This design comes from an exercise in tuning for small area on the open sky130 flow, not from production work. The RTL was checked by simulation tests, not by an equivalence proof against the original design. Power is estimated from default activity; no workload was simulated.

## flow/run.sh

```bash
#!/bin/bash
# Own layout flow: the standard ORFS flow (standard.sh) with
#  - synthesis through synth_area.tcl (area-oriented ABC mapping),
#  - port buffers of the smallest buffer cell,
#  - CTS without dummy loads,
#  - one tie cell for all constant outputs (no tie fanout repair),
set -euo pipefail
here=$(cd "$(dirname "$0")" && pwd)
bash standard.sh \
  SYNTH_SCRIPT="$here/synth_area.tcl" \
  BUFFER_PORTS_ARGS="-buffer_cell sky130_fd_sc_hd__buf_1" \
  CTS_ARGS="-sink_clustering_enable -sink_clustering_buffer sky130_fd_sc_hd__clkbuf_8 -sink_clustering_size 30 -sink_clustering_max_diameter 200 -repair_clock_nets -dont_use_dummy_load -buf_list sky130_fd_sc_hd__clkbuf_8" \
  SKIP_REPAIR_TIE_FANOUT=1 \
  finish > make_flow.log 2>&1
```

## flow/area.abc

```
strash
&get -n
&fraig -x
&put
dc2
strash
&get -n
&dch -f
&nf -R 1000 -p
&put
strash
&get -n
&dch -f
&nf -R 1000 -p
&put
```

## flow/mux_a22o.v

```verilog
module sky130_fd_sc_hd__mux2_1 (input A0, input A1, input S, output X);
  wire s_n;
  sky130_fd_sc_hd__inv_1 sel_inv (.A(S), .Y(s_n));
  sky130_fd_sc_hd__a22o_1 _TECHMAP_REPLACE_ (.A1(S), .A2(A1), .B1(s_n), .B2(A0), .X(X));
endmodule
```

## flow/synth_area.tcl

```tcl
# The standard synthesis script (synth_recipe.tcl), with one change: ABC
# maps the combinational logic with an area-oriented script (area.abc)
# instead of ORFS's delay-oriented one, and mux2 cells become a22o cells
# (mux_a22o.v). Registers are mapped before ABC runs,
# so they come out exactly as in the standard synthesis.
set flow_dir [file dirname [file normalize [info script]]]
set area_abc_script [file join $flow_dir area.abc]
set mux_map [file join $flow_dir mux_a22o.v]
proc synth {args} { yosys synth -nofsm -noshare {*}$args }
proc abc {args} {
  set i [lsearch -exact $args -script]
  lset args [expr {$i + 1}] $::area_abc_script
  yosys abc {*}$args
  # 2:1 muxes on a shared select: a22o plus one shared inverter per select
  yosys techmap -map $::mux_map t:sky130_fd_sc_hd__mux2_1
  yosys opt_merge -share_all t:sky130_fd_sc_hd__inv_1
  yosys opt_clean
}
source $::env(SCRIPTS_DIR)/synth.tcl
# left out here: clear keep_hierarchy, flatten, clean up, hide names made inside functions, write 1_2_yosys.v
```

## standard.sh

```bash
#!/bin/bash
# synth_recipe.tcl (not shown) runs the flow's synth.tcl, then flattens the netlist and writes it again
# the make line also repeats each setting of config.mk as NAME=value (left out here)
make -C /OpenROAD-flow-scripts/flow DESIGN_CONFIG=/design/flow/config.mk WORK_HOME=/design/flow/orfs CLKGATE_MAP_FILE= SYNTH_SCRIPT=/design/flow/synth_recipe.tcl "${@:-finish}"
```

## config.mk

```make
export PLATFORM = sky130hd
export DESIGN_NAME = blinkingLeds
export DESIGN_NICKNAME = blinkingLeds
export VERILOG_FILES = /design/flow/design.v
export SDC_FILE = /design/flow/constraint.sdc
export NUM_CORES = 4
export LEC_CHECK = 0
export CAP_MARGIN = 20
export CORE_MARGIN = 2
export CORE_UTILIZATION = 70
export PLACE_DENSITY = 0.8
export SLEW_MARGIN = 20
```

## constraint.sdc

```tcl
create_clock -name core_clock -period 10.0 [get_ports {clk}]
set_input_delay 2.0000 -clock core_clock [delete_from_list [all_inputs] [get_ports {clk}]]
set_output_delay 2.0000 -clock core_clock [all_outputs]
set_load 0.01 [all_outputs]
```

## design.v

```verilog
`timescale 1ns / 1ps
module t_ff(
    input  logic clk, reset,
    input  logic t,
    output logic q
    );
    always_ff@(posedge clk, posedge reset)
    begin
        if(reset)
            q <= 1'b0;
        else if(t)
            q <= ~q;
    end
endmodule
`timescale 1ns / 1ps
module timerMs_input
    #(parameter bits = 16)(
    input logic clk, reset,
    input logic phase_zero, phase_wrap,
    input logic [bits - 1:0] finalValue,
    output logic done
    );
    localparam logic [25:0] INV = 26'h0c26139;  
    logic [25:0] w_reg, w_next, toggle;
    logic [26:0] carry;   
    assign done = phase_zero && (w_reg == {{(26-bits){1'b0}}, finalValue});
    always_comb
    begin
        carry[0] = 1'b0;
        for (int k = 0; k < 26; k++)
        begin
            if (INV[k])
            begin
                toggle[k]  = (phase_wrap & ~carry[k]) | (done & w_reg[k]);
                carry[k+1] = carry[k] | (phase_wrap & w_reg[k]);
            end
            else
            begin
                toggle[k]  = carry[k] | (done & w_reg[k]);
                carry[k+1] = carry[k] & w_reg[k];
            end
            w_next[k] = w_reg[k] ^ toggle[k];
        end
    end
    always_ff@(posedge clk, posedge reset)
    begin
        if(reset)
            w_reg <= 0;
        else
            w_reg <= w_next;
    end
endmodule
`timescale 1ns / 1ps
module singleLedBlink
    #(parameter bits = 16)(
    input logic clk, reset,
    input logic phase_zero, phase_wrap,
    input logic [bits - 1:0] finalValue,
    output logic led
    );
    logic timerOut;
    timerMs_input #(.bits(bits)) timer (
        .clk(clk),
        .reset(reset),
        .phase_zero(phase_zero),
        .phase_wrap(phase_wrap),
        .finalValue(finalValue),
        .done(timerOut)
    );
    t_ff TFF (
        .clk(clk),
        .reset(reset),
        .t(timerOut),
        .q(led)
    );
endmodule
`timescale 1ns / 1ps
module blinkingLeds
    #(parameter W = 4)(  
    input logic clk, reset,
    input  logic cs,
    input  logic read,
    input  logic write,
    input  logic [4:0] addr,
    input  logic [31:0] wr_data,
    output logic [31:0] rd_data,
    output logic [W-1:0] LED
    );
    logic [15:0] led_reg [3:0];
    logic wr_en;
    logic [5:0] phase;
    logic phase_low_zero, phase_zero, phase_wrap;
    assign phase_low_zero = (phase[4:0] == 5'd0);
    always_ff@(posedge clk, posedge reset)
    begin
        if(reset)
            phase <= 0;
        else
            phase <= {phase[4:0], phase[5] ^ phase[4] ^ phase_low_zero};
    end
    assign phase_zero = phase_low_zero & ~phase[5];
    assign phase_wrap = phase_low_zero & phase[5];
    generate
        genvar i;
        for(i=0; i<4; i=i+1)
        begin: blinkingCircuit
            singleLedBlink #(.bits(16)) blink (
                .clk(clk),
                .reset(reset),
                .phase_zero(phase_zero),
                .phase_wrap(phase_wrap),
                .finalValue(led_reg[i]),
                .led(LED[i])
            );
        end
    endgenerate
    always_ff@(posedge clk, posedge reset)
    begin
        if(reset)
        begin
            led_reg[0] <= 0;
            led_reg[1] <= 0;
            led_reg[2] <= 0;
            led_reg[3] <= 0;
        end
        else
        begin
            if(wr_en)
            begin
                if(addr[1:0] == 2'b00)
                    led_reg[0] <= wr_data[15:0];
                if(addr[1:0] == 2'b01)
                    led_reg[1] <= wr_data[15:0];
                if(addr[1:0] == 2'b10)
                    led_reg[2] <= wr_data[15:0];
                if(addr[1:0] == 2'b11)
                    led_reg[3] <= wr_data[15:0];
            end
        end
    end
    assign wr_en = write && cs && (addr <= 3);
    assign rd_data = 0;
endmodule
```

==> key figures, run 1 <==
Status
  – Outcome: no timing/DRC/antenna violations

Synth
  – Sequential share of the synthesized area: 0.564
  – Synthesized cell area: 0.00789 mm^2
  – Post-synth EDFFs: 0
  – Area contributors post-synth: dfrtp_1, a22o_1, a21oi_1
  – Area leader, netlist: dfrtp_1
  – Synth top area share: 0.564
  – Most frequent cell after synthesis: dfrtp_1
  – Post-synthesis cell type count: 37
  – Fraction of registers with async set/reset: 1.00
  – Commonest cells post-synth: dfrtp_1, nand2_1, nor2_1, a21oi_1, a22o_1
  – Mapped Nets: 795
  – Top FF cell, synth: dfrtp_1
  – Post-synthesis area per instance: 10.5 um^2
  – Ys Warns: 5
  – Synthesized flop and latch total: 178
  – Mapped Cells: 753

Critical path
  – CP delay by family, top: simple AND/OR/NAND/NOR gates
  – WS Path Type: register to register
  – Worst reg-to-reg path cell count: 16
  – Reg2reg end: blinkingCircuit[3].blink.timer.w_reg[24]$_DFF_PP0_
  – Crit Path Max Fanout: 18
  – Worst path cell trace: or4_1 -> nor2_1 -> and2_1 -> o31ai_1 -> a21boi_0 -> a22oi_1 -> nor3_1 -> nor2_1 -> nor2b_1 -> nand2_1 -> nand2_1 -> and2_0 -> nand3_1 -> nor2b_1 -> o21ai_0 -> nor2b_1
  – Critical path launch point type: register
  – Reg2Reg Launch Point: phase[1]$_DFF_PP0_
  – CP arrival: 4.99 ns
  – CP Data Required Time: 10.34 ns
  – CP most frequent cell: nor2b_1
  – Worst path slowest cell: and2_1
  – Worst Path Buf+Inv: 0
  – CP Capture Type: register
  – Delay of the slowest cell on the worst path: 0.57 ns
  – Worst R2R Setup Slack: 5.35 ns

Placement
  – Placed cell count: 891
  – IO buf count: 28
  – Post-detail-place hpwl: 11600 um
  – GP Congestion: 0.934

Floorplanning
  – Die height: 110 um
  – Total I/O pin count: 78
  – Die W: 110 um
  – Initial Util: 0.722
  – Site Rows: 38
  – Die area: 0.0121 mm^2
  – Core area: 0.0109 mm^2

Clocking
  – CTS Buffer Depth: 2
  – Clk sink count: 178
  – Post-CTS setup buffer count: 0
  – CTS Hold Bufs: 0
  – Cts bufs inserted: 17
  – Clock transition at path regs: 0.08 ns
  – Clk root buf: clkbuf_8
  – Post_cts resized: 0
  – CTS tree: yes
  – CTS H-Tree Depth: 4
  – Worst skew pair latency: 0.47 ns

Timing
  – Unrepaired setup endpoints after global routing: no
  – Share of the clock period used by the worst path: 0.465
  – Pins Over Slew Limit: 0
  – Final Hold Vio Count: 0
  – Setup TNS: 0 ns
  – Slew @ Worst Pin: 0.818 ns
  – Max Clock Freq: 0.215 GHz
  – Fin Clk Skew: 0.0200 ns
  – Final setup viols: 0
  – Fin crit period: 4.65 ns
  – Slew HR: 0.454

Global route
  – Remaining Overflow, GRT: 0
  – Global-route wire length before repair: 27300 um
  – Largest net degree at the start of global routing: 93
  – GRT Total Usage: 0.299
  – Initial antenna violation count: 0
  – Vias in the first global route: 5677

Routing
  – Detail Route met3 WL: 1040 um
  – Drt wl/cell: 18.1 um
  – Vias: 5702
  – Vias per std cell: 6.28
  – Top sig layer: met4
  – DR pass1 iterations: 5
  – Total wire length: 16400 um
  – Final ANT Viol Nets: 0
  – Metal2 WL: 7900 um
  – Initial DRC count: 346
  – Drt drc: 0
  – Met1 Wirelength: 7130 um

Hold path
  – Hold WC Path Type: register to register
  – Hold endpoint: phase[2]$_DFF_PP0_
  – Hold path start: phase[1]$_DFF_PP0_
  – Hold path cells: 0

Layout
  – # nets final: 812
  – Largest register FFs: 104
  – ANT cells: 0
  – Fraction of layout cells with a size suffix above 1: 0.0313
  – P&R area growth vs syn: 3.77%
  – Final Non-Filler Cells: 908

Run
  – Max cap viols: 0

Pwr
  – Maximum VDD drop: 0.107 mV
  – Pwr dens: 154 mW/mm^2
  – Leak pwr: 3.74 nW
[logic make-up after synthesis]
| family | count (synthesis) | share of synthesized area |
|---|---|---|
| AOI/OAI and AO/OA | 202 | 0.174 |
| buffers and inverters | 74 | 0.0523 |
| DFF | 178 | 0.564 |
| and+or+nand+nor | 239 | 0.143 |
| other | 1 | 0.000475 |
| xor gates and xnor gates | 59 | 0.0655 |
[worst register-to-register path: stages (launching register included)]
cell and delay, ns:
dfrtp_1 0.37, or4_1 0.56, nor2_1 0.14, and2_1 0.57, o31ai_1 0.20, a21boi_0 0.51
a22oi_1 0.23, nor3_1 0.40, nor2_1 0.12, nor2b_1 0.24, nand2_1 0.11, nand2_1 0.08
and2_0 0.24, nand3_1 0.16, nor2b_1 0.24, o21ai_0 0.17, nor2b_1 0.18
[worst max-delay path by stage]
stage | start | cells after the start | slack (ns) | end
finish | phase[1]$_DFF_PP0_ | 16 | 5.35 | blinkingCircuit[3].blink.timer.w_reg[24]$_DFF_PP0_
floorplan | reset | 1 | 4.80 | blinkingCircuit[0].blink.TFF.q$_DFFE_PP0P_
global placement | phase[1]$_DFF_PP0_ | 16 | 5.58 | blinkingCircuit[3].blink.timer.w_reg[24]$_DFF_PP0_
global route | phase[1]$_DFF_PP0_ | 16 | 4.89 | blinkingCircuit[3].blink.timer.w_reg[24]$_DFF_PP0_
detailed placement | phase[1]$_DFF_PP0_ | 16 | 5.38 | blinkingCircuit[3].blink.timer.w_reg[24]$_DFF_PP0_
CTS | phase[1]$_DFF_PP0_ | 16 | 5.36 | blinkingCircuit[3].blink.timer.w_reg[24]$_DFF_PP0_
[layer usage]
metal / global-route usage / vias to the layer above
met2: 0.471 / 185
met5: 0 / -
li1: - / 2687
met4: 0.119 / 0
met1: 0.396 / 2797
met3: 0.0841 / 33
[layout make-up]
type                            count  area, um^2
Multi-Input combinational cell    501        3020
Fill cell                         786        2750
Tap cell                          140         175
Timing Repair Buffer               34         154
Inverter                           38         148
Clock buffer                       17         234
Sequential cell                   178        4450
[where the power goes]
part | internal, W | switching [W]
registers | 0.000756 | 0.0000256
clock network | 0.000150 | 0.000218
logic | 0.0000473 | 0.0000614
[through the flow]
step                      worst slack, ns  total power [W]  hold WS, ns  instance area, um^2   util
after floorplan                      4.80         0.000879        0.346                 7890      -
after global placement               5.58         0.000897        0.353                 7950  0.727
after detailed placement             5.38         0.000904        0.355                 7950  0.727
after CTS                            5.36          0.00126        0.372                 8190  0.749
after global routing                 4.89          0.00131        0.381                 8190  0.749
final                                5.35          0.00126        0.368                 8190  0.749
[layout by cell type, fill, tap and decap left out, types with 3 or more instances in the layout]
cell type | synthesis | routed
a21boi_0 | 3 | 3
nand4_1 | 4 | 4
a22o_1 | 47 | 47
or3_1 | 6 | 6
nor3_1 | 12 | 12
o211ai_1 | 7 | 7
nand3_1 | 28 | 28
nor2b_1 | 21 | 21
dfrtp_1 | 178 | 178
clkinv_1 | 34 | 33
a22oi_1 | 11 | 11
o2bb2ai_1 | 4 | 4
nand2b_1 | 8 | 8
a32oi_1 | 4 | 4
a21oi_1 | 55 | 55
nor4_1 | 17 | 17
xor2_1 | 31 | 31
inv_1 | 4 | 4
o22ai_1 | 8 | 8
clkbuf_8 | 0 | 17
nor2_1 | 57 | 57
buf_1 | 0 | 28
a2111oi_0 | 4 | 4
a222oi_1 | 3 | 3
a31oi_1 | 6 | 6
a221oi_1 | 4 | 4
o21ai_0 | 35 | 35
nand2_1 | 70 | 70
and2_0 | 8 | 7
o2111ai_1 | 9 | 9
and3_1 | 5 | 5
buf_4 | 36 | 5
xnor2_1 | 28 | 28
==> run 2, diff against run 1 <==
--- a/design.v
+++ b/design.v
@@ -33,3 +33,3 @@
             begin
-                toggle[k]  = (phase_wrap & ~carry[k]) | (done & w_reg[k]);
+                toggle[k]  = (phase_wrap & ~carry[k]) | (done & w_reg[k] & (k < bits));
                 carry[k+1] = carry[k] | (phase_wrap & w_reg[k]);
@@ -38,3 +38,3 @@
             begin
-                toggle[k]  = carry[k] | (done & w_reg[k]);
+                toggle[k]  = carry[k] | (done & w_reg[k] & (k < bits));
                 carry[k+1] = carry[k] & w_reg[k];
--- a/flow/run.sh
+++ b/flow/run.sh
@@ -11,3 +11,3 @@
   BUFFER_PORTS_ARGS="-buffer_cell sky130_fd_sc_hd__buf_1" \
-  CTS_ARGS="-sink_clustering_enable -sink_clustering_buffer sky130_fd_sc_hd__clkbuf_8 -sink_clustering_size 30 -sink_clustering_max_diameter 200 -repair_clock_nets -dont_use_dummy_load -buf_list sky130_fd_sc_hd__clkbuf_8" \
+  CTS_ARGS="-sink_clustering_enable -repair_clock_nets -dont_use_dummy_load -buf_list sky130_fd_sc_hd__clkbuf_8" \
   SKIP_REPAIR_TIE_FANOUT=1 \
==> flow/area_s12.abc (new file) <==
strash
&get -n
&fraig -x
&put
dc2
strash
&get -n
&dch -f
&nf -R 1000 -p
&put
strash
&get -n
&dch -f
&nf -R 1000 -p
&put
strash
&get -n
&dch -f
&nf -R 1000 -p
&put
==> flow/area_s13.abc (new file) <==
strash
&get -n
&fraig -x
&put
dc2
strash
&get -n
&dch -f
&nf -R 1000 -p -F 10 -A 10
&put
strash
&get -n
&dch -f
&nf -R 1000 -p -F 10 -A 10
&put
==> flow/area_s23.abc (new file) <==
strash
&get -n
&fraig -x
&put
dc2
strash
&get -n
&if -K 4
&mfs -W 8
&st
&syn2
&dch -f
&nf -R 1000 -p
&put
strash
&get -n
&dch -f
&nf -R 1000 -p
&put
==> flow/area_s5.abc (new file) <==
strash
&get -n
&fraig -x
&put
scorr
dc2
dretime
strash
&get -n
&dch -f
&nf -R 1000 -p
&put
==> flow/area_s6.abc (new file) <==
&get -n
&st
&dch -f
&nf -R 1000 -p
&put
==> flow/area_s8.abc (new file) <==
strash
&get -n
&fraig -x
&put
dc2
strash
&get -n
&dch -f
&nf -R 1000 -p
&put
strash
&get -n
&dch -f
&nf -R 1000 -p
&put
==> flow/synth_area.tcl (replaced) <==
# The standard synthesis script (synth_recipe.tcl), with one change in how
# ABC maps the combinational logic: instead of ORFS's delay-oriented script it
# tries several area-oriented scripts (area_*.abc) and keeps the netlist with
# the smallest cell area; mux2 cells then become a22o cells with a shared
# select inverter (mux_a22o.v). Registers are mapped before ABC runs, so they
# come out exactly as in the standard synthesis.
set flow_dir [file dirname [file normalize [info script]]]
set area_abc_scripts [lsort [glob [file join $flow_dir area_*.abc]]]
set mux_map [file join $flow_dir mux_a22o.v]
proc synth {args} { yosys synth -nofsm -noshare {*}$args }

proc area_abc_map {args script} {
  set i [lsearch -exact $args -script]
  lset args [expr {$i + 1}] $script
  yosys abc {*}$args
  # 2:1 muxes on a shared select: a22o plus one shared inverter per select
  yosys techmap -map $::mux_map t:sky130_fd_sc_hd__mux2_1
  yosys opt_merge -share_all t:sky130_fd_sc_hd__inv_1
  yosys opt_clean
}

proc netlist_area {liberty} {
  set f [file join $::env(OBJECTS_DIR) area_abc_stat.txt]
  yosys tee -q -o $f stat -liberty $liberty
  set fh [open $f r]
  set text [read $fh]
  close $fh
  if { ![regexp {Chip area for module [^:]*:\s*([0-9.eE+-]+)} $text -> area] } {
    error "no chip area in stat output"
  }
  return $area
}

proc abc {args} {
  set liberty [lindex $args [expr {[lsearch -exact $args -liberty] + 1}]]
  yosys design -save before_abc
  set best_area ""
  set best_script ""
  foreach script $::area_abc_scripts {
    yosys design -load before_abc
    area_abc_map $args $script
    set area [netlist_area $liberty]
    puts "area ABC script [file tail $script]: $area"
    if { $best_area eq "" || $area < $best_area } {
      set best_area $area
      set best_script $script
    }
  }
  puts "area ABC script chosen: [file tail $best_script] ($best_area)"
  yosys design -load before_abc
  area_abc_map $args $best_script
}
source $::env(SCRIPTS_DIR)/synth.tcl
# left out here: clear keep_hierarchy, flatten, clean up, hide names made inside functions, write 1_2_yosys.v
--- a/config.mk
+++ b/config.mk
@@ -9,4 +9,4 @@
 export CORE_MARGIN = 2
-export CORE_UTILIZATION = 70
-export PLACE_DENSITY = 0.8
+export CORE_UTILIZATION = 80
+export PLACE_DENSITY = 0.88
 export SLEW_MARGIN = 20
removed: flow/area.abc
==> run 2 against run 1 <==
Compared with the run above: hold slack better by 0.014 ns; synthesized cell count is 10% lower; design area is 0.82% lower; setup slack worse by 0.63 ns; die area is 12% lower; clock power hardly changed; first-iteration DRC count is 25% lower; maximum frequency is 12% lower; global-route usage is 2.5 points higher.
==> key figures, run 2 <==
Status
  – Outcome: no timing/DRC/antenna violations

Synth
  – Mapped Cells: 677 (-10%)
  – Synthesized cell area: 0.00786 mm^2 (-0.41%)
  – Commonest cells post-synth: dfrtp_1, xor2_1, a22o_1, o21ai_0, nand3_1
  – Area leader, netlist: dfrtp_1
  – Mux contribution to synthesized area: 0 (unchanged)
  – Fraction of registers with async set/reset: 1.00 (unchanged)
  – Synth Area in Adders: 0.0382 (+0.0382)
  – Mapped Nets: 743 (-6.5%)
  – Post-synthesis area per instance: 11.6 um^2 (+11%)
  – Post-synth EDFFs: 0 (unchanged)
  – Synth Area in Compound Gates: 0.141 (-0.0327)
  – Synth Area in Simple Gates: 0.124 (-0.0190)
  – Area contributors post-synth: dfrtp_1, xor2_1, a22o_1
  – Most frequent cell after synthesis: dfrtp_1
  – Top FF cell, synth: dfrtp_1
  – Synth top area share: 0.567 (+0.00234)
  – Largest family of logic cells by synthesized area: compound AO/OA/AOI/OAI gates
  – Sequential share of the synthesized area: 0.567 (+0.00234)
  – Ys Warns: 5 (unchanged)
  – Synthesized flop and latch total: 178 (unchanged)
  – Post-synthesis cell type count: 29 (-22%)
  – Synth Area in XOR/XNOR: 0.0903 (+0.0248)

Layout
  – Final Non-Filler Cells: 822 (-9.5%)
  – Largest register FFs: 104 (unchanged)
  – Final-layout fill cell count: 554 (-30%)
  – Area of the multi-input gates: 0.00310 mm^2 (+2.5%)
  – P&R area growth vs syn: 3.34%
  – Reg area: 0.00445 mm^2 (unchanged)
  – Most common cell after layout, fill and taps aside: dfrtp_1
  – Final instance area: 0.00812 mm^2 (-0.82%)
  – Commonest non-fill, non-tap cells in the layout: dfrtp_1, xor2_1, a22o_1
  – ANT cells: 0 (unchanged)
  – Fraction of layout cells with a size suffix above 1: 0.0305 (-0.000771)
  – # nets final: 757 (-6.8%)

Timing
  – Final setup viols: 0 (unchanged)
  – Slew HR: 0.387 (-0.0666)
  – Slew @ Worst Pin: 0.919 ns (+0.101 ns)
  – Max Clock Freq: 0.189 GHz (-12%)
  – Unrepaired setup endpoints after global routing: no
  – Final Hold Vio Count: 0 (unchanged)
  – Fin crit period: 5.28 ns (+0.629 ns)
  – Share of the clock period used by the worst path: 0.528 (+0.0629)
  – Pins Over Slew Limit: 0 (unchanged)
  – Fin Clk Skew: 0.0192 ns (-0.000816 ns)
  – Setup TNS: 0 ns (unchanged)

Routing
  – Drt wl/cell: 19.5 um (+7.6%)
  – Final ANT Viol Nets: 0 (unchanged)
  – DR pass1 iterations: 5 (unchanged)
  – Vias: 5344 (-6.3%)
  – Drt drc: 0 (unchanged)
  – Total wire length: 16000 um (-2.6%)
  – Initial DRC count: 258 (-25%)
  – Vias per std cell: 6.50 (+3.5%)

Global route
  – Global routing usage on met1: 0.434 (+0.0379)
  – GRT Total Usage: 0.324 (+0.0254)
  – Remaining Overflow, GRT: 0 (unchanged)
  – Met2 usage: 0.502 (+0.0309)
  – Vias in the first global route: 5267 (-7.2%)
  – Most used routing layer: met2
  – Initial antenna violation count: 0 (unchanged)
  – M3 GR Usage: 0.0827 (-0.00136)
  – Global-route wire length before repair: 25500 um (-6.4%)
  – Largest net degree at the start of global routing: 105 (+13%)

Placement
  – Post-detail-place hpwl: 10600 um (-8.7%)
  – Placed cell count: 805 (-9.7%)
  – GP Congestion: 0.853 (-8.7%)
  – IO buf count: 28 (unchanged)
  – Dpl cell area: 0.00789 mm^2 (-0.80%)

Floorplanning
  – Die area: 0.0106 mm^2 (-12%)
  – Die height: 103 um (-6.4%)
  – Die W: 103 um (-6.4%)
  – Site Rows: 36 (-5.3%)
  – Total I/O pin count: 78 (unchanged)
  – Core area: 0.00964 mm^2 (-12%)
  – Initial Util: 0.815 (+0.0937)

Pwr
  – Maximum VDD drop: 0.128 mV (+20%)
  – Leak pwr: 4.25 nW (+14%)
  – Pwr dens: 155 mW/mm^2 (+0.91%)

Critical path
  – CP Data Required Time: 10.39 ns (+0.05 ns)
  – CP arrival: 5.67 ns (+0.68 ns)
  – CP Capture Type: register
  – WS Path Type: register to register
  – Critical path launch point type: register
  – Crit Path Max Fanout: 25 (+7)

Clocking
  – CTS tree: yes
  – Post_cts resized: 0 (unchanged)
  – CTS Hold Bufs: 0 (unchanged)
  – Cts bufs inserted: 17 (unchanged)
  – Worst skew pair latency: 0.47 ns (about the same)
  – Clock transition at path regs: 0.08 ns (about the same)
  – Clk sink count: 178 (unchanged)
  – Clk root buf: clkbuf_8
  – CTS H-Tree Depth: 4 (unchanged)
  – CTS Buffer Depth: 2 (unchanged)
  – Post-CTS setup buffer count: 0 (unchanged)

Hold path
  – Hold WC Path Type: register to register

Run
  – Max cap viols: 0 (unchanged)
run 2: changes by cell type after synthesis, moves of 8 or more:
cell,before,now
clkinv_1,34,5
xor2_1,31,76
nand3_1,28,39
ha_1,0,24
a22oi_1,11,0
xnor2_1,28,5
o2111ai_1,9,0
nand2b_1,8,25
nand2_1,70,29
a21oi_1,55,26
o22ai_1,8,0
a22o_1,47,64
nor2_1,57,30
run 2: layout make-up:
class,count,share of cell area
clock buffers,17,0.0288
inverters,9,0.00478
multi-input cells,454,0.382
flip-flops and latches,178,0.548
well taps,133,0.0205
repair buffers,31,0.0157
run 2: critical path, cell delays in order (launching register included):
cell and delay, ns:
dfrtp_1 0.39, nor4_1 0.32, nor2b_1 0.24, nand2_1 0.43, buf_4 0.42, o22a_1 0.24
nand2b_1 0.17, nor2b_1 0.27, a21oi_1 0.12, nand2b_1 0.20, nand2b_1 0.18, nand2b_1 0.17
nor2b_1 0.26, nor2_1 0.11, nor2b_1 0.26, ha_1 0.23, a21o_1 0.10, ha_1 0.17
ha_1 0.16, ha_1 0.14, ha_1 0.18, o21bai_1 0.12, ha_1 0.18, xor2_1 0.14
run 2: worst paths after layout:
kind / startpoint / to / slack (ns) / depth (start not counted)
setup / recovery: phase[3]$_DFF_PP0_ / blinkingCircuit[0].blink.timer.w_reg[25]$_DFF_PP0_ / 4.72 / 23
hold / removal: phase[1]$_DFF_PP0_ / phase[2]$_DFF_PP0_ / 0.38 / 0
setup reg to reg: phase[3]$_DFF_PP0_ / blinkingCircuit[0].blink.timer.w_reg[25]$_DFF_PP0_ / 4.72 / 23
hold reg to reg: phase[1]$_DFF_PP0_ / phase[2]$_DFF_PP0_ / 0.38 / 0
max in group asynchronous: reset / blinkingCircuit[2].blink.timer.w_reg[22]$_DFF_PP0_ / 6.77 / 3
min in group asynchronous: reset / blinkingCircuit[2].blink.timer.w_reg[25]$_DFF_PP0_ / 1.73 / 2
run 2: logic make-up after synthesis:
kind of cell	count (synthesis)
AOI/OAI and AO/OA	159
buffers and inverters	45
xor gates and xnor gates	81
other	1
adders and majority gates	24
and+or+nand+nor	189
DFF	178
run 2: routing by layer:
| layer | routed length, um | share of wire |
|---|---|---|
| met1 | 6810 | 0.43 |
| met2 | 7530 | 0.47 |
| met3 | 1040 | 0.065 |
| met4 | 643 | 0.040 |
| met5 | 0 | 0 |
run 2: metrics by stage:
| step | util | hold slack, ns | setup WS (ns) | power, W |
|---|---|---|---|---|
| after floorplan | - | 0.354 | 4.80 | 0.000882 |
| after global placement | 0.818 | 0.360 | 5.07 | 0.000899 |
| after detailed placement | 0.818 | 0.367 | 4.79 | 0.000906 |
| after CTS | 0.843 | 0.384 | 4.74 | 0.00126 |
| after global routing | 0.843 | 0.402 | 4.30 | 0.00130 |
| final | 0.843 | 0.382 | 4.72 | 0.00126 |
run 2: where the power goes:
group	internal, W	switching, W
combinational	0.0000539	0.0000583
clock	0.000150	0.000217
sequential	0.000754	0.0000266
==> run 3, diff against run 2 <==
--- a/config.mk
+++ b/config.mk
@@ -9,4 +9,4 @@
 export CORE_MARGIN = 2
-export CORE_UTILIZATION = 80
-export PLACE_DENSITY = 0.88
+export CORE_UTILIZATION = 55
+export PLACE_DENSITY = 0.7
 export SLEW_MARGIN = 20
==> run 3 against run 2 <==
Compared with the run above: die area is 44% higher; utilization is 25 points lower; sequential share of layout area is 0.47 points lower; combinational power hardly changed; non-clock buffer count is 1 higher; critical path type unchanged; critical endpoint is now blinkingCircuit[1].blink.timer.w_reg[25]$_DFF_PP0_.
==> key figures, run 3 <==
Routing
  – Metal2 WL: 7250 um (-3.7%)
  – Detail Route met3 WL: 758 um (-27%)
  – Final ANT Viol Nets: 0 (unchanged)
  – Vias per std cell: 5.97 (-8.1%)
  – Drt wl/cell: 17.9 um (-8.0%)
  – DR pass1 iterations: 4 (-1)
  – Total wire length: 15600 um (-2.7%)
  – Initial DRC count: 395 (+53%)
  – Met1 Wirelength: 7290 um (+7.1%)
  – Top sig layer: met4
  – Drt drc: 0 (unchanged)
  – Vias: 5197 (-2.8%)

Timing
  – Final setup viols: 0 (unchanged)
  – Fin Clk Skew: 0.0154 ns (-0.00386 ns)
  – Slew @ Worst Pin: 0.855 ns (-0.0636 ns)
  – Final Hold Vio Count: 0 (unchanged)
  – Setup TNS: 0 ns (unchanged)
  – Fin crit period: 5.09 ns (-0.190 ns)
  – Pins Over Slew Limit: 0 (unchanged)
  – Unrepaired setup endpoints after global routing: no
  – Slew HR: 0.430 (+0.0424)
  – Max Clock Freq: 0.197 GHz (+3.7%)
  – Share of the clock period used by the worst path: 0.509 (-0.0190)

Critical path
  – Critical path startpoint: phase[2]$_DFF_PP0_
  – CP arrival: 5.47 ns (-0.20 ns)
  – Reg2Reg Launch Point: phase[2]$_DFF_PP0_
  – WS Path Type: register to register
  – CP Capture Type: register
  – CP Data Required Time: 10.38 ns (about the same)
  – Critical path launch point type: register
  – Crit Path Max Fanout: 24 (-4.0%)

Placement
  – Post-detail-place hpwl: 10100 um (-4.2%)
  – GP Congestion: 0.789 (-7.5%)
  – Placed cell count: 853 (+6.0%)
  – IO buf count: 28 (unchanged)

Synth
  – Area contributors post-synth: dfrtp_1, xor2_1, a22o_1
  – Post-synthesis area per instance: 11.6 um^2 (unchanged)
  – Post-synth EDFFs: 0 (unchanged)
  – Mapped Cells: 677 (unchanged)
  – Area leader, netlist: dfrtp_1
  – Ys Warns: 5 (unchanged)
  – Commonest cells post-synth: dfrtp_1, xor2_1, a22o_1, o21ai_0, nand3_1
  – Synthesized flop and latch total: 178 (unchanged)
  – Post-synthesis cell type count: 29 (unchanged)
  – Sequential share of the synthesized area: 0.567 (unchanged)
  – Mapped Nets: 743 (unchanged)
  – Most frequent cell after synthesis: dfrtp_1
  – Synthesized cell area: 0.00786 mm^2 (unchanged)
  – Synth top area share: 0.567 (unchanged)
  – Top FF cell, synth: dfrtp_1
  – Fraction of registers with async set/reset: 1.00 (unchanged)

Run
  – Max cap viols: 0 (unchanged)

Clocking
  – CTS H-Tree Depth: 4 (unchanged)
  – Clk sink count: 178 (unchanged)
  – Post_cts resized: 0 (unchanged)
  – Worst skew pair latency: 0.46 ns (about the same)
  – Clock transition at path regs: 0.08 ns (about the same)
  – CTS Buffer Depth: 2 (unchanged)
  – CTS tree: yes
  – Clk root buf: clkbuf_8
  – CTS Hold Bufs: 0 (unchanged)
  – Cts bufs inserted: 17 (unchanged)
  – Post-CTS setup buffer count: 0 (unchanged)

Global route
  – GRT Total Usage: 0.226 (-0.0981)
  – Remaining Overflow, GRT: 0 (unchanged)
  – Largest net degree at the start of global routing: 96 (-8.6%)
  – Vias in the first global route: 5045 (-4.2%)
  – Global-route wire length before repair: 25800 um (+1.1%)
  – Initial antenna violation count: 0 (unchanged)

Floorplanning
  – Die W: 124 um (+20%)
  – Die height: 124 um (+20%)
  – Core area: 0.0139 mm^2 (+45%)
  – Site Rows: 43 (+19%)
  – Total I/O pin count: 78 (unchanged)
  – Initial Util: 0.564 (-0.251)
  – Die area: 0.0153 mm^2 (+44%)

Layout
  – Most common cell after layout, fill and taps aside: dfrtp_1
  – Final-layout fill cell count: 1121 (+100%)
  – P&R area growth vs syn: 4.24%
  – Final Non-Filler Cells: 870 (+5.8%)
  – Commonest non-fill, non-tap cells in the layout: dfrtp_1, xor2_1, a22o_1
  – # nets final: 758 (+0.13%)
  – Fraction of layout cells with a size suffix above 1: 0.0319 (+0.00141)
  – Largest register FFs: 104 (unchanged)
  – ANT cells: 0 (unchanged)

Status
  – Outcome: no timing/DRC/antenna violations

Pwr
  – Pwr dens: 154 mW/mm^2 (-1.0%)
  – Leak pwr: 4.25 nW (+0.13%)
  – Maximum VDD drop: 0.0805 mV (-37%)

Hold path
  – Hold path start: phase[0]$_DFF_PP0_
  – Hold WC Path Type: register to register
-- run 3: cell counts after synthesis --
No cell type changed its count.
-- run 3: area by class of cell --
| cell class | count | area [um^2] | area share |
|---|---|---|---|
| Clock buffer | 17 | 234 | 0.0286 |
| Inverter | 9 | 38.8 | 0.00473 |
| Multi-Input combinational cell | 454 | 3100 | 0.378 |
| Sequential cell | 178 | 4450 | 0.544 |
| Tap cell | 180 | 225 | 0.0275 |
| Timing Repair Buffer | 32 | 139 | 0.0170 |
-- run 3: layer usage --
metal | global-route usage | vias to the layer above
li1 | - | 2423
met1 | 0.332 | 2640
met2 | 0.334 | 111
met3 | 0.0434 | 23
met4 | 0.0881 | 0
met5 | 0 | -
-- run 3: cell families after synthesis --
logic type | count (synthesis) | share of synthesized area
simple gates | 189 | 0.124
flops | 178 | 0.567
compound gates | 159 | 0.141
xor+xnor | 81 | 0.0903
buf+inv | 45 | 0.0387
fa+ha+maj | 24 | 0.0382
other cells | 1 | 0.000477
-- run 3: path summary, 6_finish.rpt --
| kind | endpoint | slack (ns) | cells past startpoint |
|---|---|---|---|
| max in group asynchronous | blinkingCircuit[3].blink.timer.w_reg[3]$_DFF_PP0_ | 7.00 | 3 |
| max | blinkingCircuit[1].blink.timer.w_reg[25]$_DFF_PP0_ | 4.91 | 24 |
| min | phase[1]$_DFF_PP0_ | 0.38 | 0 |
| min in group asynchronous | phase[3]$_DFF_PP0_ | 1.68 | 2 |
| min reg2reg | phase[1]$_DFF_PP0_ | 0.38 | 0 |
| max reg2reg | blinkingCircuit[1].blink.timer.w_reg[25]$_DFF_PP0_ | 4.91 | 24 |
-- run 3: worst max-delay path: stages, from the launching register on --
cell and delay, ns:
dfrtp_1 0.39, nor4_1 0.32, nor2b_1 0.25, and2_0 0.24
buf_4 0.37, nand3_1 0.20, o22a_1 0.26, nand2b_1 0.17
nor2b_1 0.24, a21oi_1 0.10, nand2b_1 0.18, nand2b_1 0.17
nand2b_1 0.16, nor2b_1 0.25, nor2_1 0.11, nor2b_1 0.20
ha_1 0.22, a21o_1 0.10, ha_1 0.15, ha_1 0.15
ha_1 0.14, ha_1 0.18, o21bai_1 0.12, ha_1 0.18
xor2_1 0.15
-- run 3: report_power, final --
part | internal, W | switching [W] | total (W) | leakage [nW]
clock network | 0.000150 | 0.000217 | 0.000367 | 0.122
logic | 0.0000540 | 0.0000568 | 0.000111 | 1.72
registers | 0.000754 | 0.0000262 | 0.000780 | 2.42
total | 0.000958 | 0.000300 | 0.00126 | 4.25
-- run 3: per-stage QoR --
step	cell area [um^2]	power, W	worst slack [ns]	util	hold slack (ns)
after detailed placement	7950	0.000906	4.96	0.571	0.368
after CTS	8190	0.00127	4.92	0.588	0.383
after floorplan	7860	0.000882	4.80	-	0.354
after global routing	8190	0.00131	4.42	0.588	0.395
after global placement	7950	0.000901	5.15	0.571	0.360
final	8190	0.00126	4.91	0.588	0.380
==> run 4, diff against run 3 <==
--- a/config.mk
+++ b/config.mk
@@ -9,4 +9,4 @@
 export CORE_MARGIN = 2
-export CORE_UTILIZATION = 55
-export PLACE_DENSITY = 0.7
+export CORE_UTILIZATION = 70
+export PLACE_DENSITY = 0.8
 export SLEW_MARGIN = 20
==> run 4 against run 3 <==
Compared with the run above: critical path type unchanged; clock skew increased by 0.010 ns; routed wire length decreased by 0.79%; final cell count decreased by 4.6%; clock power about the same.
==> key figures, run 4 <==
Critical path
  – Critical path launch point type: register
  – CP Data Required Time: 10.37 ns (about the same)
  – CP arrival: 5.45 ns (-0.02 ns)
  – WS Path Type: register to register
  – CP Capture Type: register
  – Crit Path Max Fanout: 25 (+4.2%)

Timing
  – Max Clock Freq: 0.197 GHz (about the same)
  – Slew HR: 0.464 (+0.0342)
  – Unrepaired setup endpoints after global routing: no
  – Fin Clk Skew: 0.0255 ns (+0.0101 ns)
  – Final setup viols: 0 (unchanged)
  – Fin crit period: 5.09 ns (-0.000370 ns)
  – Pins Over Slew Limit: 0 (unchanged)
  – Slew @ Worst Pin: 0.804 ns (-0.0513 ns)
  – Share of the clock period used by the worst path: 0.509 (about the same)
  – Final Hold Vio Count: 0 (unchanged)
  – Setup TNS: 0 ns (unchanged)

Floorplanning
  – Die area: 0.0121 mm^2 (-21%)
  – Initial Util: 0.722 (+0.158)
  – Core area: 0.0109 mm^2 (-22%)
  – Total I/O pin count: 78 (unchanged)
  – Die height: 110 um (-11%)
  – Site Rows: 38 (-12%)
  – Die W: 110 um (-11%)

Synth
  – Ys Warns: 5 (unchanged)
  – Top FF cell, synth: dfrtp_1
  – Area contributors post-synth: dfrtp_1, xor2_1, a22o_1
  – Commonest cells post-synth: dfrtp_1, xor2_1, a22o_1, o21ai_0, nand3_1
  – Mapped Cells: 677 (unchanged)
  – Most frequent cell after synthesis: dfrtp_1
  – Post-synthesis cell type count: 29 (unchanged)
  – Synth top area share: 0.567 (unchanged)
  – Post-synth EDFFs: 0 (unchanged)
  – Synthesized cell area: 0.00786 mm^2 (unchanged)
  – Fraction of registers with async set/reset: 1.00 (unchanged)
  – Post-synthesis area per instance: 11.6 um^2 (unchanged)
  – Mapped Nets: 743 (unchanged)
  – Synthesized flop and latch total: 178 (unchanged)
  – Area leader, netlist: dfrtp_1
  – Sequential share of the synthesized area: 0.567 (unchanged)

Global route
  – Most used routing layer: met2
  – Global-route wire length before repair: 25800 um (about the same)
  – Remaining Overflow, GRT: 0 (unchanged)
  – Largest net degree at the start of global routing: 93 (-3.1%)
  – M3 GR Usage: 0.0628 (+0.0195)
  – Initial antenna violation count: 0 (unchanged)
  – GRT Total Usage: 0.287 (+0.0604)
  – Vias in the first global route: 5224 (+3.5%)
  – Met2 usage: 0.463 (+0.129)
  – Global routing usage on met1: 0.394 (+0.0624)

Layout
  – Fraction of layout cells with a size suffix above 1: 0.0319 (unchanged)
  – Commonest non-fill, non-tap cells in the layout: dfrtp_1, xor2_1, a22o_1
  – Final-layout fill cell count: 746 (-33%)
  – Largest register FFs: 104 (unchanged)
  – P&R area growth vs syn: 3.60%
  – ANT cells: 0 (unchanged)
  – # nets final: 758 (unchanged)
  – Most common cell after layout, fill and taps aside: dfrtp_1

Routing
  – Final ANT Viol Nets: 0 (unchanged)
  – Vias per std cell: 6.16 (+3.1%)
  – Initial DRC count: 356 (-9.9%)
  – Drt wl/cell: 18.6 um (+4.0%)
  – Drt drc: 0 (unchanged)
  – Total wire length: 15500 um (-0.79%)
  – Vias: 5114 (-1.6%)
  – DR pass1 iterations: 4 (unchanged)

Placement
  – IO buf count: 28 (unchanged)
  – GP Congestion: 0.800 (+1.4%)
  – Post-detail-place hpwl: 10300 um (+2.0%)

Clocking
  – Clk root buf: clkbuf_8
  – Worst skew pair latency: 0.46 ns (about the same)
  – Clk sink count: 178 (unchanged)
  – Post_cts resized: 0 (unchanged)
  – CTS Hold Bufs: 0 (unchanged)
  – Clock transition at path regs: 0.07 ns (about the same)
  – Cts bufs inserted: 17 (unchanged)
  – Post-CTS setup buffer count: 0 (unchanged)
  – CTS Buffer Depth: 2 (unchanged)
  – CTS tree: yes
  – CTS H-Tree Depth: 4 (unchanged)

Pwr
  – Pwr dens: 154 mW/mm^2 (+0.57%)
  – Pwr Total: 0.00126 W (about the same)
  – Leak pwr: 4.25 nW (about the same)
  – Maximum VDD drop: 0.150 mV (+87%)

Status
  – Outcome: no timing/DRC/antenna violations

Hold path
  – Hold WC Path Type: register to register

Run
  – Max cap viols: 0 (unchanged)
==> run 4: cell counts after synthesis <==
No cell type changed its count.
==> run 4: cells by family after synthesis <==
logic type               share of synthesized area
AND/OR/NAND/NOR                              0.124
adder cells (fa/ha/maj)                     0.0382
AO/OA/AOI/OAI                                0.141
buffers and inverters                       0.0387
flip-flops                                   0.567
XOR/XNOR                                    0.0903
other                                     0.000477
==> run 4: worst max-delay path: stages, from the launching register on <==
cell	delay [ns]
dfrtp_1	0.38
nor4_1	0.35
nor2b_1	0.24
and2_0	0.16
buf_4	0.32
nand3_1	0.17
o22a_1	0.24
nand2b_1	0.16
nor2b_1	0.25
a21oi_1	0.12
nand2b_1	0.20
nand2b_1	0.19
nand2b_1	0.17
nor2b_1	0.24
nor2_1	0.10
nor2b_1	0.29
ha_1	0.23
a21o_1	0.09
ha_1	0.14
ha_1	0.14
ha_1	0.14
ha_1	0.18
o21bai_1	0.13
ha_1	0.18
xor2_1	0.16
==> run 4: final cells by class <==
class / count / area [um^2] / share of cell area
Tap cell: 140 / 175 / 0.0215
Inverter: 9 / 38.8 / 0.00476
Timing Repair Buffer: 32 / 139 / 0.0171
Sequential cell: 178 / 4450 / 0.547
Multi-Input combinational cell: 454 / 3100 / 0.381
Clock buffer: 17 / 234 / 0.0287
==> run 4: final timing paths <==
path                               startpoint                                                  to  slack (ns)  depth (start not counted)
setup / recovery           phase[3]$_DFF_PP0_  blinkingCircuit[0].blink.timer.w_reg[25]$_DFF_PP0_        4.91                         24
hold / removal             phase[1]$_DFF_PP0_                                  phase[2]$_DFF_PP0_        0.38                          0
setup reg to reg           phase[3]$_DFF_PP0_  blinkingCircuit[0].blink.timer.w_reg[25]$_DFF_PP0_        4.91                         24
hold reg to reg            phase[1]$_DFF_PP0_                                  phase[2]$_DFF_PP0_        0.38                          0
max in group asynchronous               reset  blinkingCircuit[2].blink.timer.w_reg[18]$_DFF_PP0_        7.06                          3
min in group asynchronous               reset  blinkingCircuit[3].blink.timer.w_reg[13]$_DFF_PP0_        1.69                          2
==> run 4: power breakdown <==
part	internal (W)	leakage (nW)	switching (W)
Clock	0.000150	0.122	0.000216
Sequential	0.000754	2.42	0.0000271
Combinational	0.0000540	1.72	0.0000564
==> run 4: layer usage <==
| layer | share of wire | routed length (um) |
|---|---|---|
| met1 | 0.43 | 6660 |
| met2 | 0.49 | 7620 |
| met3 | 0.059 | 911 |
| met4 | 0.017 | 266 |
| met5 | 0 | 0 |
==> run 4: metrics by stage <==
stage	setup slack [ns]	utilization	area, um^2	hold slack (ns)	std cells
after global placement	5.18	0.726	7900	0.360	813
final	4.91	0.748	8140	0.377	830
after CTS	4.91	0.747	8140	0.385	830
after detailed placement	4.97	0.726	7900	0.370	813
after floorplan	4.80	-	7860	0.354	677
after global routing	4.43	0.748	8140	0.392	830
==> run 5, diff against run 4 <==
--- a/flow/run.sh
+++ b/flow/run.sh
@@ -11,3 +11,3 @@
   BUFFER_PORTS_ARGS="-buffer_cell sky130_fd_sc_hd__buf_1" \
-  CTS_ARGS="-sink_clustering_enable -repair_clock_nets -dont_use_dummy_load -buf_list sky130_fd_sc_hd__clkbuf_8" \
+  CTS_ARGS="-sink_clustering_enable -repair_clock_nets -dont_use_dummy_load -buf_list sky130_fd_sc_hd__buf_6" \
   SKIP_REPAIR_TIE_FANOUT=1 \
==> run 5 against run 4 <==
Compared with the run above: still clean; synthesized cell count unchanged; routed wire length decreased by 1.1%; sequential power about the same; first-iteration DRC count decreased by 4.5%; setup slack improved by 0.017 ns; non-clock buffer count unchanged; clock power decreased by 4%; power decreased by 1.2%; synthesized area unchanged; register-to-register slack improved by 0.02 ns; critical path type unchanged.
==> key figures, run 5 <==
Routing
  – Drt drc: 0 (unchanged)
  – Total wire length: 15300 um (-1.1%)
  – Final ANT Viol Nets: 0 (unchanged)
  – DR pass1 iterations: 5 (+1)
  – Drt wl/cell: 18.4 um (-1.1%)
  – Vias: 5162 (+0.94%)
  – Initial DRC count: 340 (-4.5%)
  – Vias per std cell: 6.22 (+0.94%)

Clocking
  – Clock transition at path regs: 0.08 ns (about the same)
  – CTS Hold Bufs: 0 (unchanged)
  – CTS Buffer Depth: 2 (unchanged)
  – Post-CTS setup buffer count: 0 (unchanged)
  – Clk sink count: 178 (unchanged)
  – Worst skew pair latency: 0.44 ns (-0.02 ns)
  – Post_cts resized: 0 (unchanged)
  – CTS tree: yes
  – Clk root buf: buf_6
  – Cts bufs inserted: 17 (unchanged)
  – CTS H-Tree Depth: 4 (unchanged)

Timing
  – Pins Over Slew Limit: 0 (unchanged)
  – Final Hold Vio Count: 0 (unchanged)
  – Worst hold margin: 0.381 ns (+0.00331 ns)
  – Fin crit period: 5.07 ns (-0.0173 ns)
  – Slew @ Worst Pin: 0.806 ns (+0.00176 ns)
  – Max Clock Freq: 0.197 GHz (+0.34%)
  – Fin Clk Skew: 0.0285 ns (+0.00304 ns)
  – Final setup viols: 0 (unchanged)
  – Slew HR: 0.463 (-0.00117)
  – Unrepaired setup endpoints after global routing: no
  – Setup TNS: 0 ns (unchanged)
  – Share of the clock period used by the worst path: 0.507 (-0.00173)
  – Final WS setup: 4.93 ns (+0.0173 ns)

Synth
  – Post-synthesis cell type count: 29 (unchanged)
  – Sequential share of the synthesized area: 0.567 (unchanged)
  – Synthesized flop and latch total: 178 (unchanged)
  – Top FF cell, synth: dfrtp_1
  – Mapped Nets: 743 (unchanged)
  – Commonest cells post-synth: dfrtp_1, xor2_1, a22o_1, o21ai_0, nand3_1
  – Most frequent cell after synthesis: dfrtp_1
  – Fraction of registers with async set/reset: 1.00 (unchanged)
  – Synthesized cell area: 0.00786 mm^2 (unchanged)
  – Synth top area share: 0.567 (unchanged)
  – Area leader, netlist: dfrtp_1
  – Post-synthesis area per instance: 11.6 um^2 (unchanged)
  – Post-synth EDFFs: 0 (unchanged)
  – Mapped Cells: 677 (unchanged)
  – Ys Warns: 5 (unchanged)
  – Area contributors post-synth: dfrtp_1, xor2_1, a22o_1

Floorplanning
  – Die height: 110 um (unchanged)
  – Die W: 110 um (unchanged)
  – Initial Util: 0.722 (unchanged)
  – Total I/O pin count: 78 (unchanged)
  – Die area: 0.0121 mm^2 (unchanged)
  – Core area: 0.0109 mm^2 (unchanged)
  – Site Rows: 38 (unchanged)

Run
  – Max cap viols: 0 (unchanged)

Critical path
  – Delay of the slowest cell on the worst path: 0.39 ns (about the same)
  – CP Capture Type: register
  – Worst path slowest cell: dfrtp_1
  – Worst path cell trace: nor4_1 -> nor2b_1 -> and2_0 -> buf_4 -> nand3_1 -> o22a_1 -> nand2b_1 -> nor2b_1 -> a21oi_1 -> nand2b_1 -> nand2b_1 -> nand2b_1 -> nor2b_1 -> nor2_1 -> nor2b_1 -> ha_1 -> a21o_1 -> ha_1 -> ha_1 -> ha_1 -> ha_1 -> o21bai_1 -> ha_1 -> xor2_1
  – Critical path launch point type: register
  – Crit Path Max Fanout: 25 (unchanged)
  – CP most frequent cell: ha_1
  – CP Data Required Time: 10.35 ns (-0.02 ns)
  – WS Path Type: register to register
  – CP arrival: 5.42 ns (-0.03 ns)

Global route
  – GRT Total Usage: 0.285 (-0.00109)
  – Global-route wire length before repair: 25500 um (-1.1%)
  – Initial antenna violation count: 0 (unchanged)
  – Vias in the first global route: 5188 (-0.69%)
  – Remaining Overflow, GRT: 0 (unchanged)
  – Largest net degree at the start of global routing: 93 (unchanged)

Placement
  – IO buf count: 28 (unchanged)
  – Post-place setup slack: 4.97 ns (unchanged)
  – Post-detail-place hpwl: 10300 um (unchanged)
  – GP Congestion: 0.800 (unchanged)
  – Dpl cell area: 0.00790 mm^2 (unchanged)

Pwr
  – Seq pwr share: 0.629 (+0.008)
  – Power share of the clock group: 0.282 (-0.009)
  – Internal power: 0.000938 W (-2.1%)
  – Net Switching: 0.000304 W (+1.7%)
  – Combinational power share: 0.089 (about the same)
  – Maximum VDD drop: 0.131 mV (-13%)
  – Switching share of power: 0.245 (+0.00681)
  – Leak pwr: 4.24 nW (-0.46%)
  – Pwr dens: 153 mW/mm^2 (-0.65%)

Layout
  – # nets final: 758 (unchanged)
  – Most common cell after layout, fill and taps aside: dfrtp_1
  – ANT cells: 0 (unchanged)
  – Largest register FFs: 104 (unchanged)
  – Commonest non-fill, non-tap cells in the layout: dfrtp_1, xor2_1, a22o_1
  – P&R area growth vs syn: 3.06%
  – Final design utilization: 0.744 (-0.00391)
  – Final instance area: 0.00810 mm^2 (-0.52%)
  – Fraction of layout cells with a size suffix above 1: 0.0319 (unchanged)

Hold path
  – Hold WC Path Type: register to register

Status
  – Outcome: no timing/DRC/antenna violations
run 5: changes by cell type in the layout (fill, tap and decap cells not counted), sizes merged:
cell    before  now
buf         32   49
clkbuf      17    0
run 5: final timing paths:
check                                   startpoint                                                 end  slack, ns  cells after the start
worst max-delay path            phase[3]$_DFF_PP0_  blinkingCircuit[0].blink.timer.w_reg[25]$_DFF_PP0_       4.93                     24
worst min-delay path            phase[0]$_DFF_PP0_                                  phase[1]$_DFF_PP0_       0.38                      0
worst max register to register  phase[3]$_DFF_PP0_  blinkingCircuit[0].blink.timer.w_reg[25]$_DFF_PP0_       4.93                     24
worst min register to register  phase[0]$_DFF_PP0_                                  phase[1]$_DFF_PP0_       0.38                      0
max in group asynchronous                    reset                           led_reg[1][9]$_DFFE_PP0P_       7.03                      3
min in group asynchronous                    reset                           led_reg[3][5]$_DFFE_PP0P_       1.72                      2
run 5: cell families (layout without fill, tap and decap cells):
group / after synthesis / count (layout) / share of synthesized area
buffers and inverters: 45 / 58 / 0.0387
XOR/XNOR: 81 / 81 / 0.0903
AND/OR/NAND/NOR: 189 / 189 / 0.124
AO/OA/AOI/OAI: 159 / 159 / 0.141
flip-flops: 178 / 178 / 0.567
other: 1 / 1 / 0.000477
adder cells (fa/ha/maj): 24 / 24 / 0.0382
run 5: critical path: cells and delay by family, from the launching register on:
kind | cells | cell delay [ns]
AND/OR/NAND/NOR | 12 | 2.52
XOR/XNOR | 1 | 0.16
AO/OA/AOI/OAI | 4 | 0.57
flip-flops | 1 | 0.39
adder cells (fa/ha/maj) | 6 | 1.01
buffers and inverters | 1 | 0.32
run 5: power groups by stage:
stage | combinational [W] | clock [W] | sequential (W)
finish | 0.000110 | 0.000350 | 0.000782
floorplan | 0.0000944 | 0 | 0.000788
detailed placement | 0.000110 | 0 | 0.000795
CTS | 0.000112 | 0.000355 | 0.000782
global placement | 0.000106 | 0 | 0.000793
global route | 0.000124 | 0.000384 | 0.000786
run 5: per-stage QoR:
stage          cells  total power [W]
6_report         830          0.00124
5_1_grt          830          0.00129
4_1_cts          830          0.00125
3_5_place_dp     813         0.000905
3_3_place_gp     813         0.000899
2_1_floorplan    677         0.000882
run 5: per-layer routing:
layer / vias up / track usage / part of all wire
li1: 2425 / - / -
met1: 2588 / 0.390 / 0.44
met2: 129 / 0.455 / 0.49
met3: 20 / 0.0664 / 0.054
met4: 0 / 0.0949 / 0.017
met5: - / 0 / 0
run 5: layout make-up:
class | count | area (um^2)
Tap cell | 140 | 175
Sequential cell | 178 | 4450
Clock buffer | 17 | 191
Fill cell | 757 | 2790
Timing Repair Buffer | 32 | 139
Inverter | 9 | 38.8
Multi-Input combinational cell | 454 | 3100
==> run 6, diff against run 5 <==
--- a/flow/run.sh
+++ b/flow/run.sh
@@ -4,3 +4,4 @@
 #  - port buffers of the smallest buffer cell,
-#  - CTS without dummy loads,
+#  - CTS without dummy loads, built from buf_6 cells (smaller than clkbuf_8
+#    at a similar drive; the clock-pin slew stays well under the limit),
 #  - one tie cell for all constant outputs (no tie fanout repair),
==> run 6 against run 5 <==
Compared with the run above: combinational power about the same; sequential power about the same; register-to-register slack about the same; highest routed layer unchanged; synthesized area unchanged; largest power group unchanged; utilization unchanged; global-route usage unchanged; via count unchanged; clock skew unchanged; critical endpoint unchanged; final cell count unchanged; still clean; maximum frequency unchanged; clock power about the same; flip-flop and latch count unchanged.
==> key figures, run 6 <==
Routing
  – Vias: 5162 (unchanged)
  – Final ANT Viol Nets: 0 (unchanged)
  – Initial DRC count: 340 (unchanged)
  – Vias per std cell: 6.22 (unchanged)
  – Drt wl/cell: 18.4 um (unchanged)
  – DR pass1 iterations: 5 (unchanged)
  – Total wire length: 15300 um (unchanged)
  – Drt drc: 0 (unchanged)

Pwr
  – Internal power: 0.000938 W (unchanged)
  – Seq pwr share: 0.629 (about the same)
  – Leak pwr: 4.24 nW (unchanged)
  – Net Switching: 0.000304 W (unchanged)
  – Maximum VDD drop: 0.131 mV (unchanged)
  – Pwr dens: 153 mW/mm^2 (unchanged)
  – Switching share of power: 0.245 (unchanged)
  – Combinational power share: 0.089 (about the same)
  – Power share of the clock group: 0.282 (about the same)

Placement
  – Post-detail-place hpwl: 10300 um (unchanged)
  – GP Congestion: 0.800 (unchanged)
  – IO buf count: 28 (unchanged)

Critical path
  – Worst path slowest cell: dfrtp_1
  – Delay of the slowest cell on the worst path: 0.39 ns (about the same)
  – WS Path Type: register to register
  – CP most frequent cell: ha_1
  – Critical path launch point type: register
  – CP Data Required Time: 10.35 ns (about the same)
  – CP arrival: 5.42 ns (about the same)
  – Worst Path Buf+Inv: 1 (unchanged)
  – CP delay by family, top: simple AND/OR/NAND/NOR gates
  – Crit Path Max Fanout: 25 (unchanged)
  – CP Capture Type: register
  – Worst path cell trace: nor4_1 -> nor2b_1 -> and2_0 -> buf_4 -> nand3_1 -> o22a_1 -> nand2b_1 -> nor2b_1 -> a21oi_1 -> nand2b_1 -> nand2b_1 -> nand2b_1 -> nor2b_1 -> nor2_1 -> nor2b_1 -> ha_1 -> a21o_1 -> ha_1 -> ha_1 -> ha_1 -> ha_1 -> o21bai_1 -> ha_1 -> xor2_1

Synth
  – Ys Warns: 5 (unchanged)
  – Most frequent cell after synthesis: dfrtp_1
  – Sequential share of the synthesized area: 0.567 (unchanged)
  – Post-synth EDFFs: 0 (unchanged)
  – Post-synthesis cell type count: 29 (unchanged)
  – Commonest cells post-synth: dfrtp_1, xor2_1, a22o_1, o21ai_0, nand3_1
  – Mapped Nets: 743 (unchanged)
  – Top FF cell, synth: dfrtp_1
  – Mapped Cells: 677 (unchanged)
  – Area contributors post-synth: dfrtp_1, xor2_1, a22o_1
  – Fraction of registers with async set/reset: 1.00 (unchanged)
  – Synthesized flop and latch total: 178 (unchanged)
  – Post-synthesis area per instance: 11.6 um^2 (unchanged)
  – Area leader, netlist: dfrtp_1
  – Synth top area share: 0.567 (unchanged)
  – Synthesized cell area: 0.00786 mm^2 (unchanged)

Clocking
  – CTS Buffer Depth: 2 (unchanged)
  – Post_cts resized: 0 (unchanged)
  – CTS H-Tree Depth: 4 (unchanged)
  – Cts bufs inserted: 17 (unchanged)
  – Clk root buf: buf_6
  – Post-CTS setup buffer count: 0 (unchanged)
  – Worst skew pair latency: 0.44 ns (about the same)
  – Clock transition at path regs: 0.08 ns (about the same)
  – CTS Hold Bufs: 0 (unchanged)
  – CTS tree: yes
  – Clk sink count: 178 (unchanged)

Global route
  – Global-route wire length before repair: 25500 um (unchanged)
  – Initial antenna violation count: 0 (unchanged)
  – Met2 usage: 0.455 (unchanged)
  – Most used routing layer: met2
  – M3 GR Usage: 0.0664 (unchanged)
  – GRT Total Usage: 0.285 (unchanged)
  – Remaining Overflow, GRT: 0 (unchanged)
  – Largest net degree at the start of global routing: 93 (unchanged)
  – Global routing usage on met1: 0.390 (unchanged)
  – Vias in the first global route: 5188 (unchanged)

Floorplanning
  – Total I/O pin count: 78 (unchanged)
  – Core area: 0.0109 mm^2 (unchanged)
  – Die area: 0.0121 mm^2 (unchanged)
  – Initial Util: 0.722 (unchanged)
  – Site Rows: 38 (unchanged)
  – Die height: 110 um (unchanged)
  – Die W: 110 um (unchanged)

Timing
  – Unrepaired setup endpoints after global routing: no
  – Worst hold margin: 0.381 ns (unchanged)
  – Final setup viols: 0 (unchanged)
  – Setup TNS: 0 ns (unchanged)
  – Max Clock Freq: 0.197 GHz (unchanged)
  – Fin crit period: 5.07 ns (unchanged)
  – Fin Clk Skew: 0.0285 ns (unchanged)
  – Slew HR: 0.463 (unchanged)
  – Share of the clock period used by the worst path: 0.507 (unchanged)
  – Slew @ Worst Pin: 0.806 ns (unchanged)
  – Pins Over Slew Limit: 0 (unchanged)
  – Final Hold Vio Count: 0 (unchanged)

Hold path
  – Hold WC Path Type: register to register

Layout
  – P&R area growth vs syn: 3.06% (unchanged)
  – Largest register FFs: 104 (unchanged)
  – Most common cell after layout, fill and taps aside: dfrtp_1
  – ANT cells: 0 (unchanged)
  – Fraction of layout cells with a size suffix above 1: 0.0319 (unchanged)
  – Final-layout fill cell count: 757 (unchanged)
  – Commonest non-fill, non-tap cells in the layout: dfrtp_1, xor2_1, a22o_1
  – # nets final: 758 (unchanged)

Run
  – Max cap viols: 0 (unchanged)

Status
  – Outcome: no timing/DRC/antenna violations
run 6: power by group through the flow:
stage	Combinational [W]	Sequential [W]	Clock (W)
after floorplan	0.0000944	0.000788	0
after global placement	0.000106	0.000793	0
after detailed placement	0.000110	0.000795	0
after CTS	0.000112	0.000782	0.000355
after global routing	0.000124	0.000786	0.000384
final	0.000110	0.000782	0.000350
run 6: logic make-up after synthesis:
logic type | after synthesis | synth area share
and+or+nand+nor | 189 | 0.124
DFF | 178 | 0.567
AOI/OAI and AO/OA | 159 | 0.141
xor gates and xnor gates | 81 | 0.0903
buffers and inverters | 45 | 0.0387
adders and majority gates | 24 | 0.0382
other | 1 | 0.000477
run 6: routing by layer:
metal / vias to the layer above / share of wire
li1: 2425 / -
met1: 2588 / 0.44
met2: 129 / 0.49
met3: 20 / 0.054
met4: 0 / 0.017
met5: - / 0
run 6: area by class of cell:
| class | count | area, um^2 | area share |
|---|---|---|---|
| tap | 140 | 175 | 0.0216 |
| sequential | 178 | 4450 | 0.550 |
| inverter | 9 | 38.8 | 0.00479 |
| timing repair buffer | 32 | 139 | 0.0171 |
| clock buffer | 17 | 191 | 0.0236 |
| multi-input combinational | 454 | 3100 | 0.383 |
run 6: worst paths after layout:
| check | end | slack [ns] | from | depth (start not counted) |
|---|---|---|---|---|
| max | blinkingCircuit[0].blink.timer.w_reg[25]$_DFF_PP0_ | 4.93 | phase[3]$_DFF_PP0_ | 24 |
| min reg2reg | phase[1]$_DFF_PP0_ | 0.38 | phase[0]$_DFF_PP0_ | 0 |
| min | phase[1]$_DFF_PP0_ | 0.38 | phase[0]$_DFF_PP0_ | 0 |
| min in group asynchronous | led_reg[3][5]$_DFFE_PP0P_ | 1.72 | reset | 2 |
| max in group asynchronous | led_reg[1][9]$_DFFE_PP0P_ | 7.03 | reset | 3 |
| max reg2reg | blinkingCircuit[0].blink.timer.w_reg[25]$_DFF_PP0_ | 4.93 | phase[3]$_DFF_PP0_ | 24 |
run 6: through the flow:
step	util	instance area (um^2)	cells	total power (W)	setup slack [ns]
after floorplan	-	7860	677	0.000882	4.80
final	0.744	8100	830	0.00124	4.93
after CTS	0.744	8100	830	0.00125	4.92
after global routing	0.744	8100	830	0.00129	4.48
after detailed placement	0.726	7900	813	0.000905	4.97
after global placement	0.726	7900	813	0.000899	5.18
==> run 7, diff against run 6 <==
==> flow/area_s31.abc (new file) <==
&get -n
&st
&synch2
&dch -f
&nf -R 1000 -p
&put
==> flow/area_s37.abc (new file) <==
&get -n
&st
&dch -f -r
&nf -R 1000 -p
&put
==> run 7 against run 6 <==
Compared with the run above: via count hardly changed; combinational power hardly changed; highest routed layer unchanged; clock skew is 0.0043 ns higher; design area is 0.59% lower; critical endpoint unchanged; hold slack worse by 0.017 ns; final cell count stayed put.
==> key figures, run 7 <==
Clocking
  – Clk sink count: 178 (unchanged)
  – CTS H-Tree Depth: 4 (unchanged)
  – Post-CTS setup buffer count: 0 (unchanged)
  – Cts bufs inserted: 17 (unchanged)
  – Worst skew pair latency: 0.43 ns (about the same)
  – Clk root buf: buf_6

Timing
  – Final setup viols: 0 (unchanged)
  – Fin Clk Skew: 0.0328 ns (+0.00433 ns)
  – Setup TNS: 0 ns (unchanged)
  – Final Hold Vio Count: 0 (unchanged)
  – Worst hold margin: 0.364 ns (-0.0165 ns)

Synth
  – Top FF cell, synth: dfrtp_1
  – Sequential share of the synthesized area: 0.570 (+0.00290)
  – Post-synthesis cell type count: 28 (-3.4%)
  – Synth top area share: 0.570 (+0.00290)
  – Synthesized cell area: 0.00782 mm^2 (-0.51%)
  – Fraction of registers with async set/reset: 1.00 (unchanged)
  – Mapped Nets: 744 (+0.13%)

Pwr
  – Pwr dens: 154 mW/mm^2 (+0.15%)
  – Pwr Total: 0.00124 W (-0.44%)
  – Leak pwr: 4.22 nW (-0.37%)

Layout
  – Final design utilization: 0.739 (-0.00437)
  – Final-layout fill cell count: 733 (-3.2%)
  – Commonest non-fill, non-tap cells in the layout: dfrtp_1, xor2_1, a22o_1
  – Most common cell after layout, fill and taps aside: dfrtp_1

Global route
  – GRT Total Usage: 0.277 (-0.00896)
  – Met2 usage: 0.442 (-0.0131)
  – Largest net degree at the start of global routing: 98 (+5.4%)

Floorplanning
  – Site Rows: 38 (unchanged)
  – Die height: 110 um (-0.25%)

Status
  – Outcome: no timing/DRC/antenna violations

Routing
  – Drt drc: 0 (unchanged)
  – Initial DRC count: 293 (-14%)

Hold path
  – Hold WC Path Type: register to register
[run 7: metrics by stage]
| stage | std cells | area (um^2) | setup slack, ns |
|---|---|---|---|
| floorplan | 678 | 7820 | 4.80 |
| global placement | 813 | 7860 | 5.22 |
| detailed placement | 813 | 7860 | 5.12 |
| CTS | 830 | 8050 | 5.07 |
| global route | 830 | 8050 | 4.48 |
| finish | 830 | 8050 | 5.03 |
[run 7: path summary, 6_finish.rpt]
kind | startpoint | end | slack [ns] | cells past startpoint
max in group asynchronous | reset | blinkingCircuit[2].blink.timer.w_reg[16]$_DFF_PP0_ | 7.00 | 3
hold reg to reg | phase[3]$_DFF_PP0_ | phase[4]$_DFF_PP0_ | 0.36 | 0
setup reg to reg | phase[2]$_DFF_PP0_ | blinkingCircuit[0].blink.timer.w_reg[25]$_DFF_PP0_ | 5.03 | 22
setup / recovery | phase[2]$_DFF_PP0_ | blinkingCircuit[0].blink.timer.w_reg[25]$_DFF_PP0_ | 5.03 | 22
min in group asynchronous | reset | blinkingCircuit[1].blink.timer.w_reg[18]$_DFF_PP0_ | 1.77 | 2
hold / removal | phase[3]$_DFF_PP0_ | phase[4]$_DFF_PP0_ | 0.36 | 0
[run 7: power breakdown]
group          switching (W)  leakage, nW  internal, W  total (W)
clock network       0.000216        0.103     0.000129   0.000345
logic              0.0000563         1.70    0.0000539   0.000110
registers          0.0000268         2.42     0.000755   0.000782
total               0.000299         4.22     0.000939    0.00124
[run 7: critical path: stages, from the launching register on]
cell and delay (ns):
dfrtp_1 0.40, nor4_1 0.32, nor2b_1 0.24, and2_0 0.20, buf_4 0.37, nand3_1 0.20, o22a_1 0.27, nor2b_1 0.29
a22oi_1 0.14, nor2b_1 0.32, nand3_1 0.18, nor2b_1 0.26, nor2_1 0.11, nor2b_1 0.24, ha_1 0.21, a21o_1 0.09
ha_1 0.14, ha_1 0.14, ha_1 0.14, ha_1 0.17, o21bai_1 0.12, ha_1 0.17, xor2_1 0.15
[run 7: cell type report]
class | instances | area share
sequential | 178 | 0.553
clock buffer | 17 | 0.0238
inverter | 9 | 0.00482
timing repair buffer | 31 | 0.0163
multi-input combinational | 455 | 0.380
tap | 140 | 0.0218
[run 7: cells by family (layout without fill, tap and decap cells)]
kind of cell | after synthesis | in the layout | share of synthesized area
flops | 178 | 178 | 0.570
other cells | 1 | 1 | 0.000480
buf+inv | 45 | 57 | 0.0389
xor+xnor | 81 | 81 | 0.0907
fa+ha+maj | 24 | 24 | 0.0384
compound gates | 164 | 164 | 0.144
simple gates | 185 | 185 | 0.118
[run 7: metal layers]
metal / routed length [um] / part of all wire / vias to the layer above
li1: - / - / 2431
met1: 6780 / 0.45 / 2580
met2: 7320 / 0.48 / 118
met3: 734 / 0.048 / 31
met4: 398 / 0.026 / 0
met5: 0 / 0 / -

Re-timed with assumed drivers on the ports (clkbuf_16 on the clock, buf_2 on other inputs), run 7 has 5.034 ns of setup slack against 5.034 ns with ideal ports, and 5.034 ns once port delays also move by the mid clock arrival of 0.447 ns.
